Source: an optimization exercise on an open RTL-to-GDS flow (aim: small area, a short achievable clock period and few clock cycles). Production flows keep margins and buffers that such runs may drop.
The RTL of this run was laid out without a check of its function.

$ cat flow/config.mk
export PLATFORM = sky130hd
export DESIGN_NAME = cpu
export DESIGN_NICKNAME = cpu
export VERILOG_FILES = /design/flow/design.v
export SDC_FILE = /design/flow/constraint.sdc
export NUM_CORES = 4
export LEC_CHECK = 0
export CAP_MARGIN = 20
export CORE_MARGIN = 2
export CORE_UTILIZATION = 25
export PLACE_DENSITY = 0.4
export SLEW_MARGIN = 20
$ cat flow/constraint.sdc
create_clock -name core_clock -period 14.0 [get_ports {clk}]
set_input_delay 2.8000 -clock core_clock [delete_from_list [all_inputs] [get_ports {clk}]]
set_output_delay 2.8000 -clock core_clock [all_outputs]
set_load 0.01 [all_outputs]
$ cat flow/design.v
module alu(
    input [2:0] op,
    input [31:0] a, b,
    output reg [31:0] c,
    output zero
);
assign zero = ~(|c);
always @(*) begin
    case (op)
        3'd0: c = a + b;
        3'd1: c = a - b;
        3'd2: c = a & b;
        3'd3: c = a | b;
        3'd4: c = a ^ b;
        default: c = a + b; 
    endcase
end
endmodule
module pc(
    input stall, clk, rst,
    input [31:0] nextaddr,
    output reg [31:0] addr
);
    always @(posedge clk) begin
        if (rst) addr <= 32'd128;  
        else addr <= stall ? addr : nextaddr;
    end
endmodule
module regfile(
    input clk, rst, writeReg,
    input [4:0] ra1, ra2, wa,
    input [31:0] wd,
    output [31:0] rd1, rd2
);
reg [31:0] list [0:31];
assign rd1 = list[ra1];
assign rd2 = list[ra2];
always @(negedge clk) begin
    if (rst) for (integer i = 0; i < 32; i = i+1) begin 
        list[i] <= 32'd0;
    end
    else if (writeReg && wa != 32'd0) list[wa] <= wd;
end
endmodule
module tableControl(
    input clk, rst,
    input write, pos,
    input [2:0] lineWrite, lineRead,
    input [23:0] tagWrite, tagRead,
    output hit,
    output channel  
);
    reg [49:0] tab [0:7];
    assign channel = ((tagRead == tab[lineRead][48:25]) && tab[lineRead][49]);
    assign hit = ((tagRead == tab[lineRead][23:0]) && tab[lineRead][24]) || channel;
    always @(posedge clk) begin
        if (rst) for (integer i = 0; i < 8; i = i + 1)
            tab[i] <= 50'd0;
        else if (write) begin
            if (pos)    tab[lineWrite][49:25] <= {1'b1, tagWrite};  
            else        tab[lineWrite][24:0] <= {1'b1, tagWrite};  
        end
    end
endmodule
module tableData(
    input clk, rst,
    input update, channel, channelWrite,
    input write, pos,
    input [2:0] lineWrite, lineRead,
    input [2:0] wordWrite, wordRead,
    input [31:0] dataIn,
    output [31:0] data
);
    reg [511:0] tab [0:7];
    assign data =   channel ? 
                    tab[lineRead][(256 + wordRead*32) +: 32] :
                    tab[lineRead][wordRead*32 +: 32];
    always @(posedge clk) begin
        if (rst) for (integer i = 0; i < 8; i = i + 1)
            tab[i] <= 512'd0;
        else if (write) begin
            if (pos)    tab[lineWrite][(256 + wordWrite*32) +: 32] <= dataIn;
            else        tab[lineWrite][wordWrite*32 +: 32] <= dataIn;
        end
        else if (update) begin
            if (channelWrite) tab[lineWrite][(256 + wordWrite*32) +: 32] <= dataIn;
            else            tab[lineWrite][wordWrite*32 +: 32] <= dataIn;
        end       
    end
endmodule
module memoryBuffer(
    input clk, rst,
    input [31:0] address, dataIn,
    input write, read,
    output reg [31:0] dataHit,
    output [31:0] addressToMemory, dataToMemory,
    output reg hit, 
    output full, empty
);
    reg [3:0] pointer;  
    reg [64:0] buffer [0:7];  
    assign full = pointer == 4'd8;  
    assign empty = pointer == 4'd0;
    assign {addressToMemory, dataToMemory} = buffer[0];
    always @(*) begin
        {hit, dataHit} = { 1'd0, 32'd0 };
        for (integer i = 0; i < 8; i = i + 1)
            if (buffer[i][64:32] == {1'b1, address}) {hit, dataHit} = { 1'd1, buffer[i][31:0] };
    end
    always @(posedge clk) begin
        if (rst) begin
            for (integer i = 0; i < 8; i = i + 1) buffer[i] <= 65'd0;
            pointer <= 4'd0;
        end
        else if (write) begin
            buffer[pointer] <= {1'd1, address, dataIn};
            pointer <= pointer + 4'd1;
        end
        else if (pointer != 4'd0 && read) begin
            for(integer i = 0; i < 7; i=i+1) buffer[i][64:0] <= buffer[i+1][64:0];
            buffer[7] <= 65'd0;
            pointer <= pointer - 4'd1;
        end
    end
endmodule
module cacheBuffer(
    input clk, rst,
    input write,  
    input readRAMBuffer,  
    input forceWrite,  
    input ramBufferWrite,  
    input pos,  
    input [31:0] address, dataIn,
    output hit, full, empty,  
    output [31:0] data,
    output [31:0] addressToMemory, dataToMemory
);
    wire hitInQueue, hitInCache, hitInCacheChannel, hitInBuffer;  
    wire [31:0] dataInCache, dataInBuffer;  
    wire    [23:0]  tag = address[31:8];
    wire    [2:0]   line = address[7:5];
    wire    [2:0]   word = address[4:2];
    wire    [1:0]   offset = address[1:0];
    reg updateEnableQueue, posQueue, forceWriteQueue;
    reg channelQueue;  
    reg [32:0] addressQueue;  
    reg [31:0] dataInQueue;  
    always @(posedge clk) begin
        if (rst)
            {channelQueue, updateEnableQueue, posQueue, forceWriteQueue, addressQueue, dataInQueue} <= 69'd0;
        else if (write) begin
            updateEnableQueue <= hitInCache;  
            channelQueue <= hitInCacheChannel;
            posQueue <= pos;
            forceWriteQueue <= forceWrite;
            addressQueue <= {1'b1, address};
            dataInQueue <= dataIn;
        end
    end
    wire            actualQueue = addressQueue[32];
    wire    [23:0]  tagQueue = addressQueue[31:8];
    wire    [2:0]   lineQueue = addressQueue[7:5];
    wire    [2:0]   wordQueue = addressQueue[4:2];
    assign hitInQueue  = (address == addressQueue[31:0]) && actualQueue;  
    tableControl tableControl(
        .clk(clk), .rst(rst), .write(forceWriteQueue), .pos(posQueue), .lineWrite(lineQueue), .lineRead(line), 
        .tagWrite(tagQueue), .tagRead(tag), .hit(hitInCache), .channel(hitInCacheChannel)
    );
    tableData tableData(
        .clk(clk), .rst(rst), .update(updateEnableQueue), .channel(hitInCacheChannel), .channelWrite(channelQueue),
        .write(forceWriteQueue), .pos(posQueue), 
        .lineWrite(lineQueue), .lineRead(line), .wordWrite(wordQueue), .wordRead(word), 
        .dataIn(dataInQueue), .data(dataInCache)
    );
    memoryBuffer memoryBuffer(
        .clk(clk), .rst(rst), .address(address), .dataIn(dataIn), .write(ramBufferWrite), .read(readRAMBuffer),
        .dataHit(dataInBuffer), .hit(hitInBuffer), .full(full), .empty(empty),
        .addressToMemory(addressToMemory), .dataToMemory(dataToMemory)
    );
    assign hit = hitInQueue || hitInCache || hitInBuffer;  
    assign data = hitInBuffer ? dataInBuffer : hitInQueue ? dataInQueue : dataInCache;
endmodule
module cache(
    input rst, clk,
    input [31:0] address, writeData,
    input writeMem, readMem,
    output stopCPU,
    output [31:0] data,
    output [31:0] ramAddr, ramWriteData,
    output ramWrite,
    input  [31:0] ramReadData
);
    wire hit, full, empty, forceWrite;  
    wire cacheWrite, ramBufferWrite;  
    wire [31:0] addressToRAMRead, addressToRAMWrite, addressToRAM, dataToRAM, dataFromRAM;
    wire [31:0] addressToCache, dataToCache;
    wire readRAMBuffer, writeRAMFromBuffer;  
    wire posToCache;  
    reg [7:0] pos;  
    reg ramSync;  
    reg [2:0] ramPumpCounter;  
    assign ramAddr = addressToRAM;
    assign ramWriteData = dataToRAM;
    assign ramWrite = writeRAMFromBuffer;
    assign dataFromRAM = ramReadData;
    cacheBuffer cb(
        .clk(clk), .rst(rst), .write(cacheWrite), .readRAMBuffer(readRAMBuffer),
        .forceWrite(forceWrite), .ramBufferWrite(ramBufferWrite), .pos(posToCache),
        .address(addressToCache), .dataIn(dataToCache), .hit(hit), .full(full), .empty(empty),
        .data(data), .addressToMemory(addressToRAMWrite), .dataToMemory(dataToRAM)
    );
    assign addressToCache = ramSync ? addressToRAM : address;  
    assign dataToCache = ramSync ? dataFromRAM : writeData;  
    assign addressToRAMRead = { address[31:5], ramPumpCounter[2:0], 2'b00 };  
    assign addressToRAM = ramSync ? addressToRAMRead : addressToRAMWrite;
    assign ramBufferWrite = ramSync ? 1'd0 : cacheWrite;  
    assign cacheWrite = ramSync ? 1'd1 : full ? 1'd0 : writeMem;
    assign forceWrite = ramSync;
    assign posToCache = pos[address[7:5]];  
    assign readRAMBuffer = ~ramSync;
    assign writeRAMFromBuffer = ~ramSync && ~empty;
    assign stopCPU = (readMem && !hit) || ramSync || (writeMem && full); 
    always @(posedge clk) begin
        if (rst) begin
            ramPumpCounter <= 3'd7;  
            ramSync <= 1'd0;
            pos <= 8'd0;
        end
        else if (readMem) begin  
            if (~hit && ramPumpCounter == 3'd7 && empty) begin
                ramPumpCounter <= 3'd0;
                ramSync <= 1'd1;
                pos[address[7:5]] <= ~pos[address[7:5]];
            end
            else if (ramPumpCounter != 3'd7) begin
                ramPumpCounter <= ramPumpCounter + 3'b1;
            end
            else
                ramSync <= 1'd0;
        end
    end
endmodule
module hazard_mngr(
    input [4:0] rsDECO, rtDECO,
    input [4:0] rsEXEC, rtEXEC,
    input [4:0] wriRegEXEC, wriRegMEMO, wriRegWRIT,
    input wriSigEXEC, wriSigMEMO, wriSigWRIT,
    input stopCPU,
    output bypassD1, bypassD2,
    output reg [1:0] bypassE1, bypassE2,
    input JBEQ, BEQBNE,
    output flush,
    input J, JR, JAL, RFE,
    input wriRegFromMemEXEC, wriRegFromMemMEMO,
    output stall, stop
);
always @(*) begin
    if (rsEXEC != 5'd0 && (rsEXEC == wriRegMEMO && wriSigMEMO)) bypassE1 = 2'b10;
    else if (rsEXEC != 5'd0 && (rsEXEC == wriRegWRIT && wriSigWRIT)) bypassE1 = 2'b01;
    else bypassE1 = 2'b00;
    if (rtEXEC != 5'd0 && (rtEXEC == wriRegMEMO && wriSigMEMO)) bypassE2 = 2'b10;
    else if (rtEXEC != 5'd0 && (rtEXEC == wriRegWRIT && wriSigWRIT)) bypassE2 = 2'b01;
    else bypassE2 = 2'b00;
end
assign bypassD1 = (rsDECO != 5'd0 && (rsDECO == wriRegMEMO && wriSigMEMO));
assign bypassD2 = (rtDECO != 5'd0 && (rtDECO == wriRegMEMO && wriSigMEMO));
assign flush = JBEQ || J || JR || (JAL && ~wriSigWRIT) || RFE;
wire stallLW = (rsDECO == rtEXEC || rtDECO == rtEXEC) && wriRegFromMemEXEC;
wire stallJBEQ_WITH_E = BEQBNE && (rsDECO == wriRegEXEC || rtDECO == wriRegEXEC) && wriSigEXEC;
wire stallJBEQ_WITH_M = BEQBNE && (rsDECO == wriRegMEMO || rtDECO == wriRegMEMO) && wriRegFromMemMEMO;
wire stallJBEQ = stallJBEQ_WITH_E || stallJBEQ_WITH_M;
wire stallJAL = JAL && wriSigWRIT;
wire stallJR = JR && ((rsDECO == wriRegEXEC && wriSigEXEC) || (rsDECO == wriRegMEMO && wriSigMEMO));
assign stall = stallLW || stallJBEQ || stallJAL || stallJR;
assign stop = stopCPU;
endmodule
module control_path(
    input clk, rst,
    input [5:0] opcode, funct,
    input zero,
    output BEQBNE, JBEQ, J, JAL, JR, RI, LW, SHIFT, SRL, RFE, MFC,
    output writeReg, writeMem, readMem,
    output [2:0] op,
    output reg wrongInst,
    input stall, stop,
    output wriSigEXEC, wriSigMEMO, wriSigWRIT,
    output wriMemorySigEXEC, wriMemorySigMEMO,
    output wriRegFromMemEXEC, wriRegFromMemMEMO
);
wire BEQ_D = opcode == 6'b000100;
wire BNE_D = opcode == 6'b000101;
wire RTYPE_D = opcode == 6'b000000;
wire SW_D = opcode == 6'b101011;
wire J_D = opcode == 6'b000010;
wire RI_D = ~(RTYPE_D || BEQ_D || BNE_D);
wire SLL_D = funct == 6'b000000;
wire SRL_D = funct == 6'b000010;
wire SHIFT_D = (RTYPE_D && SRL_D) || (RTYPE_D && SLL_D);
wire LW_D = opcode == 6'b100011;
wire JR_D = RTYPE_D && funct == 6'b001000;
wire JBEQ_D = (BEQ_D && zero) || (BNE_D && ~zero);
assign BEQBNE = BEQ_D || BNE_D;
wire JAL_D = opcode == 6'b000011;
wire RFE_D = opcode == 6'b010000;
wire MFC_D = opcode == 6'b011000;
wire writeMem_D = SW_D;
wire writeReg_D = ~(BEQ_D || BNE_D || SW_D || J_D || JR_D || JAL_D || MFC_D);
always @(*) begin
    casex({opcode, funct})
    12'b000000_0000x0,  
    12'b000000_100x00,  
    12'b000000_100x10,  
    12'b001x00_xxxxxx,  
    12'b00010x_xxxxxx,  
    12'b00001x_xxxxxx,  
    12'b000000_001000,  
    12'b000000_100101,  
    12'b001110_xxxxxx,  
    12'b001101_xxxxxx,  
    12'b01x000_xxxxxx,  
    12'b10x011_xxxxxx:  wrongInst = 1'b0;  
    default:            wrongInst = 1'b1;
    endcase
end
reg [2:0] op_D;
always @(*) begin
    casex({opcode, funct})
    12'b000000_100000: op_D = 3'd0;
    12'b001000_xxxxxx: op_D = 3'd0;
    12'b000000_100010: op_D = 3'd1;
    12'b000100_xxxxxx: op_D = 3'd1;
    12'b000101_xxxxxx: op_D = 3'd1;
    12'b000000_100100: op_D = 3'd2;
    12'b001100_xxxxxx: op_D = 3'd2;
    12'b000000_100101: op_D = 3'd3;
    12'b001101_xxxxxx: op_D = 3'd3;
    12'b000000_100110: op_D = 3'd4;
    12'b001110_xxxxxx: op_D = 3'd4;
    default: op_D = 3'd0;
    endcase
end
assign JBEQ = JBEQ_D;
assign J = J_D;
assign JR = JR_D;
assign JAL = JAL_D;
assign RFE = RFE_D;
assign MFC = MFC_D;
reg [8:0] ctrlExecute;
assign writeReg_E = ctrlExecute[8];
assign LW_E = ctrlExecute[7];
assign writeMem_E = ctrlExecute[6];
assign SHIFT = ctrlExecute[5];
assign op = ctrlExecute[4:2];
assign SRL = ctrlExecute[1];
assign RI = ctrlExecute[0];
assign wriSigEXEC = writeReg_E;
assign wriRegFromMemEXEC = LW_E;
reg [2:0] ctrlMemory;
assign writeReg_M = ctrlMemory[2];
assign LW_M = ctrlMemory[1];
assign writeMem = ctrlMemory[0];
assign readMem = LW_M;
assign wriSigMEMO = writeReg_M;
assign wriRegFromMemMEMO = LW_M;
reg [1:0] ctrlWriteback;
assign writeReg = ctrlWriteback[1];
assign LW = ctrlWriteback[0];
assign wriSigWRIT = writeReg;
always @(posedge clk) begin
    if (rst) begin
        ctrlExecute <= 9'd0;
        ctrlMemory <= 3'd0;
        ctrlWriteback <= 2'd0;
    end 
    else if (stop) begin
        ctrlExecute <= ctrlExecute;
        ctrlMemory <= ctrlMemory;
        ctrlWriteback <= ctrlWriteback;
    end
    else begin
        ctrlExecute <= stall ? 9'd0 : {writeReg_D, LW_D, writeMem_D, SHIFT_D, op_D, SRL_D, RI_D};
        ctrlMemory <= {writeReg_E, LW_E, writeMem_E};
        ctrlWriteback <= {writeReg_M, LW_M};
    end
end
endmodule
module data_path(
    input clk, rst, 
    input JBEQ, J, JAL, JR, RI, LW, SHIFT, SRL, RFE, MFC,
    input writeReg, writeMem, readMem,
    input [2:0] op,
    input wrongInst,
    input irq,
    output [5:0] opcode, funct,
    output zero,
    output stopCPU,
    input stall, stop, flush,
    input bypassD1, bypassD2,
    input [1:0] bypassE1, bypassE2,
    output [4:0] rsDECO, rtDECO,
    output [4:0] rsEXEC, rtEXEC,
    output [4:0] wriRegEXEC, wriRegMEMO, wriRegWRIT,
    output [31:0] imem_addr,
    input  [31:0] imem_rdata,
    output [31:0] dmem_addr, dmem_wdata,
    output dmem_we,
    input  [31:0] dmem_rdata
);
reg [67:0] f2d;
reg [115:0] d2e;
reg [68:0] e2m;
reg [68:0] m2w;
reg [31:0] exD, exE, exM;
reg [31:0] pcD, pcE, pcM;
wire [31:0] res_M, data2write_W;
wire [4:0] regAddr_W;
reg [31:0] cause;
reg [31:0] epc;
reg inHandler;
wire interr = (|exM || irq) && ~inHandler;
wire [31:0] nextaddr_F, addr_F, cmd_F;
wire [31:0] addrJBEQ_D, addrJR_D, addrJ_D;
wire [31:0] addrAdd4_F = addr_F + 4;
wire [31:0] muxJBEQ = JBEQ ? addrJBEQ_D : addrAdd4_F;
wire [31:0] muxJR = JR ? addrJR_D : addrJ_D; 
wire [31:0] muxJJR = J || JR ? muxJR : muxJBEQ;
assign nextaddr_F = interr ? 32'd0 : JAL ? addrJ_D : RFE ? epc : muxJJR;
wire pcStall = stall || stop;
pc pc(.stall(pcStall), .clk(clk), .rst(rst), .nextaddr(nextaddr_F), .addr(addr_F));
assign imem_addr = addr_F;
assign cmd_F = imem_rdata;
wire [3:0] addrHigh_F = addr_F[31:28];
wire [31:0] cmd_D = f2d[67:36];
wire [3:0] addrHigh_D = f2d[35:32];
wire [31:0] addrAdd4_D = f2d[31:0];
wire [5:0] opcode_D, funct_D;
wire [4:0] rs_D, rt_D, rdR_D, shamt_D, rdI_D;
wire [15:0] immd_D;
wire [25:0] jaddr_D;
assign  opcode_D = cmd_D[31:26],
        rs_D = cmd_D[25:21],
        rt_D = cmd_D[20:16],
        rdR_D = cmd_D[15:11],
        shamt_D = cmd_D[10:6],
        funct_D = cmd_D[5:0],
        rdI_D = cmd_D[20:16],
        immd_D = cmd_D[15:0],
        jaddr_D = cmd_D[25:0];
wire [31:0] rd1_D, rd2_D;
wire [4:0] wa_D = MFC ? rt_D : writeReg ? regAddr_W : 5'd31;
wire [31:0] wd_D = MFC ? cause : writeReg ? data2write_W : addrAdd4_D;
wire writeRegPipelined = writeReg || JAL || MFC;
regfile regfile(.clk(clk), .rst(rst), .writeReg(writeRegPipelined),
                .ra1(rs_D), .ra2(rt_D), .wa(wa_D), .wd(wd_D),
                .rd1(rd1_D), .rd2(rd2_D));
wire [31:0] immd32_D = {{16{immd_D[15]}}, immd_D};
assign addrJBEQ_D = (immd32_D << 2) + addrAdd4_D;
assign addrJ_D = {addrHigh_D, jaddr_D, 2'b00};
assign addrJR_D = rd1_D;  
assign zero = (bypassD1 ? res_M : rd1_D) == (bypassD2 ? res_M : rd2_D);
assign opcode = opcode_D;
assign funct = funct_D;
assign rsDECO = rs_D;
assign rtDECO = rt_D;
wire [31:0] rd1_E = d2e[115:84];
wire [31:0] rd2_E = d2e[83:52];
wire [4:0] shamt_E = d2e[51:47];
wire [4:0] rs_E = d2e[46:42];
wire [4:0] rdR_E = d2e[41:37];
wire [4:0] rdI_E = d2e[36:32];
wire [31:0] immd32_E = d2e[31:0];
reg [31:0] a_E, b_pre_E;
wire [31:0] b_E, c_E;
wire [31:0] shiftRt_E;
always @(*) begin
    case (bypassE1)
    2'b00: a_E = rd1_E;
    2'b01: a_E = data2write_W;
    2'b10: a_E = res_M;
    2'b11: a_E = rd1_E;
    endcase
    case (bypassE2)
    2'b00: b_pre_E = rd2_E;
    2'b01: b_pre_E = data2write_W;
    2'b10: b_pre_E = res_M;
    2'b11: b_pre_E = rd2_E;
    endcase
end
assign b_E = RI ? immd32_E : b_pre_E;
assign shiftRt_E = SRL ? b_pre_E >> shamt_E : b_pre_E << shamt_E;
alu alu(.op(op), .a(a_E), .b(b_E), .c(c_E));
wire [31:0] res_E = SHIFT ? shiftRt_E : c_E;
wire [4:0] regAddr_E = RI ? rdI_E : rdR_E;
assign rsEXEC = rs_E;
assign rtEXEC = rdI_E;  
assign wriRegEXEC = regAddr_E;
assign res_M = e2m[68:37];
wire [31:0] wd_M = e2m[36:5];
wire [4:0] regAddr_M = e2m[4:0];
wire [31:0] dataFromMem_M;
cache cache(
    .clk(clk), .rst(rst), .address(res_M), .writeData(wd_M),
    .writeMem(writeMem), .readMem(readMem), .stopCPU(stopCPU),
    .data(dataFromMem_M),
    .ramAddr(dmem_addr), .ramWriteData(dmem_wdata), .ramWrite(dmem_we), .ramReadData(dmem_rdata)
);
assign wriRegMEMO = regAddr_M;
wire [31:0] res_W = m2w[68:37];
wire [31:0] dataFromMem_W = m2w[36:5];
assign regAddr_W = m2w[4:0];
assign data2write_W = LW ? dataFromMem_W : res_W;
assign wriRegWRIT = regAddr_W;
always @(posedge clk) begin
    if (rst || RFE) begin  
        cause <= 32'd0;
        epc <= 32'd0;
        inHandler <= 1'd0;
    end
    else if (~inHandler && irq) begin  
        cause <= 32'd2;
        epc <= pcM;
        inHandler <= 1'd1;
    end
    else if (~inHandler && interr) begin  
        cause <= exM;
        epc <= pcM;
        inHandler <= 1'd1;
    end
end
always @(posedge clk) begin
    if (rst) begin
        f2d <= 68'd0;
        d2e <= 116'd0;
        e2m <= 69'd0;
        m2w <= 69'd0;
    end
    else if (stop) begin
        f2d <= f2d;
        d2e <= d2e;
        e2m <= e2m;
        m2w <= m2w;
    end 
    else begin
        f2d <= interr ? 68'd0 : stall ? f2d : flush ? 68'd0 : {cmd_F, addrHigh_F, addrAdd4_F};
        d2e <= interr ? 116'd0 : stall ? 116'd0 : {rd1_D, rd2_D, shamt_D, rs_D, rdR_D, rdI_D, immd32_D};
        e2m <= interr ? 69'd0 : {res_E, b_pre_E, regAddr_E};
        m2w <= interr ? 69'd0 : {res_M, dataFromMem_M, regAddr_M}; 
    end
end
always @(posedge clk) begin
    if (rst) begin
        exD <= 32'd0;
        exE <= 32'd0;
        exM <= 32'd0;
        pcD <= 32'd0;
        pcE <= 32'd0;
        pcM <= 32'd0;
    end
    else if (stop) begin
        exD <= exD;
        exE <= exE;
        exM <= exM;
        pcD <= pcD;
        pcE <= pcE;
        pcM <= pcM;
    end
    else begin
        exD <= interr ? 32'd0 : flush ? 32'd0 : stall ? exD : 32'd0;
        exE <= interr ? 32'd0 : stall ? 32'd0 : wrongInst ? 32'd1 : 32'd0;  
        exM <= interr ? 32'd0 : exE;
        pcD <= interr ? 32'd0 : flush ? 32'd0 : stall ? pcD : addr_F;  
        pcE <= interr ? 32'd0 : stall ? 32'd0 : pcD;  
        pcM <= interr ? 32'd0 : pcE;  
    end
end
endmodule
module cpu(
    input clk, rst,
    output [31:0] imem_addr,
    input  [31:0] imem_rdata,
    output [31:0] dmem_addr,
    output [31:0] dmem_wdata,
    output        dmem_we,
    input  [31:0] dmem_rdata
);
wire irq = 1'b0;  
wire wriSigEXEC, wriSigMEMO, wriSigWRIT, BEQBNE, RFE, MFC, readMem, wrongInst, stop;
wire wriMemorySigEXEC, wriMemorySigMEMO;
wire [4:0] rsDECO, rtDECO;
wire [4:0] rsEXEC, rtEXEC;
wire [4:0] wriRegEXEC, wriRegMEMO, wriRegWRIT;
wire bypassD1, bypassD2;
wire [1:0] bypassE1, bypassE2;
wire flush;
wire wriRegFromMemEXEC, wriRegFromMemMEMO;
wire stall;
wire stopCPU;
wire JBEQ, J, JAL, JR, RI, LW, SHIFT, SRL;
wire writeReg, writeMem;
wire [2:0] op;
wire [5:0] opcode, funct;
wire zero;
hazard_mngr hazard_mngr(.rsDECO(rsDECO), .rtDECO(rtDECO),
                        .rsEXEC(rsEXEC), .rtEXEC(rtEXEC),
                        .wriRegEXEC(wriRegEXEC), .wriRegMEMO(wriRegMEMO), .wriRegWRIT(wriRegWRIT),
                        .wriSigEXEC(wriSigEXEC), .wriSigMEMO(wriSigMEMO), .wriSigWRIT(wriSigWRIT),
                        .bypassD1(bypassD1), .bypassD2(bypassD2),
                        .bypassE1(bypassE1), .bypassE2(bypassE2),
                        .JBEQ(JBEQ), .BEQBNE(BEQBNE),
                        .flush(flush),
                        .stopCPU(stopCPU),
                        .JAL(JAL), .J(J), .JR(JR), .RFE(RFE),
                        .wriRegFromMemEXEC(wriRegFromMemEXEC), .wriRegFromMemMEMO(wriRegFromMemMEMO),
                        .stall(stall), .stop(stop));  
data_path data_path(.clk(clk), .rst(rst),
                    .JBEQ(JBEQ), .J(J), .JAL(JAL), .JR(JR), .RI(RI), .LW(LW), .SHIFT(SHIFT), .SRL(SRL), .RFE(RFE), .MFC(MFC),
                    .writeReg(writeReg), .writeMem(writeMem), .readMem(readMem), .op(op), .wrongInst(wrongInst), .irq(irq),
                    .opcode(opcode), .funct(funct), .zero(zero),
                    .stall(stall), .stop(stop), .flush(flush), .stopCPU(stopCPU),
                    .bypassD1(bypassD1), .bypassD2(bypassD2),
                    .bypassE1(bypassE1), .bypassE2(bypassE2),
                    .rsDECO(rsDECO), .rtDECO(rtDECO),
                    .rsEXEC(rsEXEC), .rtEXEC(rtEXEC),
                    .wriRegEXEC(wriRegEXEC), .wriRegMEMO(wriRegMEMO), .wriRegWRIT(wriRegWRIT),
                    .imem_addr(imem_addr), .imem_rdata(imem_rdata),
                    .dmem_addr(dmem_addr), .dmem_wdata(dmem_wdata), .dmem_we(dmem_we), .dmem_rdata(dmem_rdata));
control_path control_path(  .clk(clk), .rst(rst),
                            .opcode(opcode), .funct(funct),
                            .zero(zero),
                            .BEQBNE(BEQBNE), .JBEQ(JBEQ), .J(J), .JAL(JAL), .JR(JR), .RI(RI), .LW(LW), .SHIFT(SHIFT), .SRL(SRL), .RFE(RFE), .MFC(MFC),
                            .writeReg(writeReg), .writeMem(writeMem), .readMem(readMem),
                            .op(op), .wrongInst(wrongInst),
                            .stall(stall), .stop(stop),
                            .wriSigEXEC(wriSigEXEC), .wriSigMEMO(wriSigMEMO), .wriSigWRIT(wriSigWRIT),
                            .wriMemorySigEXEC(wriMemorySigEXEC), .wriMemorySigMEMO(wriMemorySigMEMO),
                            .wriRegFromMemEXEC(wriRegFromMemEXEC), .wriRegFromMemMEMO(wriRegFromMemMEMO));
endmodule
$ cat flow/run.sh
#!/bin/bash
# synth_recipe.tcl (not shown) runs the flow's synth.tcl, then flattens the netlist and writes it again
# the make line also repeats each setting of config.mk as NAME=value (left out here)
make -C /OpenROAD-flow-scripts/flow DESIGN_CONFIG=/design/flow/config.mk WORK_HOME=/design/flow/orfs CLKGATE_MAP_FILE= SYNTH_SCRIPT=/design/flow/synth_recipe.tcl finish
==> impl_metrics.yaml <==
status:
  status: "no timing/DRC/antenna violations"
worst_setup_path:
  arrival_ps: 14120
  path_buf_inv: 1
  path_max_fanout: 26
  critPathKind: "reg2reg"
  start_kind: "register"
  crit_path_top_delay_cell: "o21ai_1"
  cp.required_ps: 15080
  slowest_delay_ps: 810
  cp_top_family: "compound AO/OA/AOI/OAI gates"
  critPathCaptureType: "register"
  path_cells: "mux4_2 > o21ai_1 > o22a_1 > a22oi_1 > o22ai_1 > a211oi_1 > or4_4 > nor4b_4 > a211oi_2 > nor2_4 > buf_4 > mux2i_1 > o311a_1"
logic_synthesis:
  synth-seq-cells: 6599
  ys.flop_type: "edfxtp_1"
  ys_async_sr_fraction_pct: 0
  syn_inst: 23595
  synth_top_area_cell: "edfxtp_1"
  syn_area_per_cell_sq_um: 13.5
  yosys-top-cells-area: "edfxtp_1, mux4_2, and2_1, dfxtp_1, clkbuf_1"
  synth_edf_count: 6016
  yosysMostFrequentCell: "edfxtp_1"
  yosysSeqAreaShare_pct: 60.2
  yosysWarnings: 16
  synthDominantCellAreaShare_pct: 56.5
  yosysUniqueCellTypes: 104
  synth.cell_area_sq_mm: 0.320
  synth_common_cells: "edfxtp_1, and2_1, clkbuf_1"
route:
  wl_microns: 1280000
  postRouteAntennaNets: 0
  dr.pass1.iters: 7
  via_count: 207014
  drc_errors: 0
  wire_per_inst_microns: 30.8
  drtIter0Drc: 24037
  avgViaCountPerCell: 4.97
sta:
  hold_viol_final: 0
  grt_setup_unrepaired: "false"
  relSlewSlack_pct: 10.1
  skew_ps: 211
  worst_hold_slack_ps: 446
  final.setup.worst_slack_ps: 964
  setup_viol: 0
  finalMaxSlewViolations: 0
  setup_tns_ps: 0
  worstMarginPinSlew_ps: 1350
finish:
  multi_input_area_sq_mm: 0.120
  fillers: 128067
  fin_area_sq_mm: 0.371
  syn2layout_area_growth_pct: 16.2
  final_nets: 24251
  drive_above_1_share_pct: 17.8
  ff_latch_area_sq_mm: 0.193
place:
  port_buffers: 162
  gp_congestion: 0.878
  place_area_sq_mm: 0.343
  post-place-ws_ps: 1150
  hpwlAfterDp_microns: 790000
floorplanning:
  die_y_microns: 1130
  core_area_sq_mm: 1.28
  io_pins: 163
  die_w_microns: 1130
  dieArea_sq_mm: 1.29
  initial_core_util_pct: 25.1
  rows: 415
cts:
  cts_tree: "done"
  ctsRootBufferMaster: "clkbuf_16"
  cts-resized-gates: 0
  cts_setup_buffers: 0
  hold_buffers: 0
  clock_latency_ps: 1230
  cts.sinks: 6599
  clkTransAtPathRegs_ps: 60
  clock_path_buffers: 5
  h-tree-depth: 6
  cts_made_buffers: 781
power_and_ir_drop:
  worst_ir_drop_vdd_mv: 0.130
  p_total_w: 0.0647
  p_per_area_mw_per_mm2: 174
  power_leakage_nw: 129
global_routing:
  grt_pass1_vias: 207961
  antenna_found_initial: 133
  grt_pass1_wl_microns: 1760000
  grt_overflow: 0
  grt_max_degree: 178
  track_usage_pct: 19.3
run:
  maxCapViolations: 0
hold_path:
  hp-class: "reg2reg"
-- final cells by class --
| cell class | instances | area share [%] |
|---|---|---|
| clock buffers | 998 | 5.57 |
| repair buffers | 1041 | 2.38 |
| flip-flops and latches | 6599 | 51.8 |
| diodes | 64 | 0.0431 |
| inverters | 156 | 0.160 |
| clock inverters | 1436 | 2.00 |
| well taps | 16888 | 5.69 |
| multi-input cells | 14442 | 32.3 |
-- flip-flops by register name (all words and copies together), names as in the netlist, 33 cells and up --
register,cells
data_path.d2e,90
data_path.cache.cb.addressQueue,33
data_path.f2d,68
data_path.cache.cb.tableControl.tab,400
data_path.regfile.list,1024
data_path.m2w,69
data_path.cache.cb.memoryBuffer.buffer,520
data_path.cache.cb.tableData.tab,4096
data_path.e2m,69
-- kinds of logic after synthesis --
| family | count (synthesis) | synth area share [%] |
|---|---|---|
| AO/OA/AOI/OAI | 2809 | 5.59 |
| XOR/XNOR | 505 | 1.38 |
| adder cells (fa/ha/maj) | 140 | 0.555 |
| buffers and inverters | 2585 | 3.39 |
| flip-flops | 6599 | 60.2 |
| multiplexers | 2458 | 14.8 |
| other | 1 | 0.00117 |
| AND/OR/NAND/NOR | 8498 | 14.2 |
-- tightest hold or removal path, cell delays in order, from the launching register on --
cell,delay [ps]
dfxtp_1,310
nand2_1,50
nand2_1,40
-- layout by cell type, fill, tap and decap left out, types with 191 or more instances in the layout --
cell          n
nor2_1     1479
clkbuf_16   790
xnor2_1     396
o21ai_0     758
nand3_1     314
and2_1     4597
mux4_2     1780
nand2_1    1290
dfxtp_1     505
clkbuf_1    191
mux2i_1     577
a21oi_1     578
edfxtp_1   6016
buf_4       831
inv_1      1202
-- metal layers --
| layer | vias to the layer above | wire length (microns) | global-route usage, % | share of wire [%] |
|---|---|---|---|---|
| li1 | 87968 | - | - | - |
| met1 | 109248 | 579000 | 27.7 | 45 |
| met2 | 8085 | 573000 | 29.7 | 45 |
| met3 | 1697 | 89500 | 3.36 | 7.0 |
| met4 | 16 | 41200 | 6.00 | 3.2 |
| met5 | - | 105 | 0 | 0.0082 |
-- path summary, 6_finish.rpt --
check / endpoint / depth (start not counted) / slack [ps] / startpoint
worst max-delay path: data_path.pc.addr[13] / 13 / 960 / data_path.regfile.list[3][22]
worst min-delay path: data_path.m2w[21] / 2 / 450 / data_path.m2w[21]
worst max register to register: data_path.pc.addr[13] / 13 / 960 / data_path.regfile.list[3][22]
worst min register to register: data_path.m2w[21] / 2 / 450 / data_path.m2w[21]
-- per-stage QoR --
step | std cells | utilization (%)
4_1_cts | 41558 | 29.1
2_1_floorplan | 23626 | -
5_1_grt | 41566 | 29.1
6_report | 41624 | 29.1
3_3_place_gp | 39118 | 26.9
3_5_place_dp | 39125 | 26.9
-- report_power, final --
| part | switching (W) | internal [W] |
|---|---|---|
| Sequential | 0.00128 | 0.0233 |
| Combinational | 0.0125 | 0.00651 |
| Clock | 0.00960 | 0.0115 |
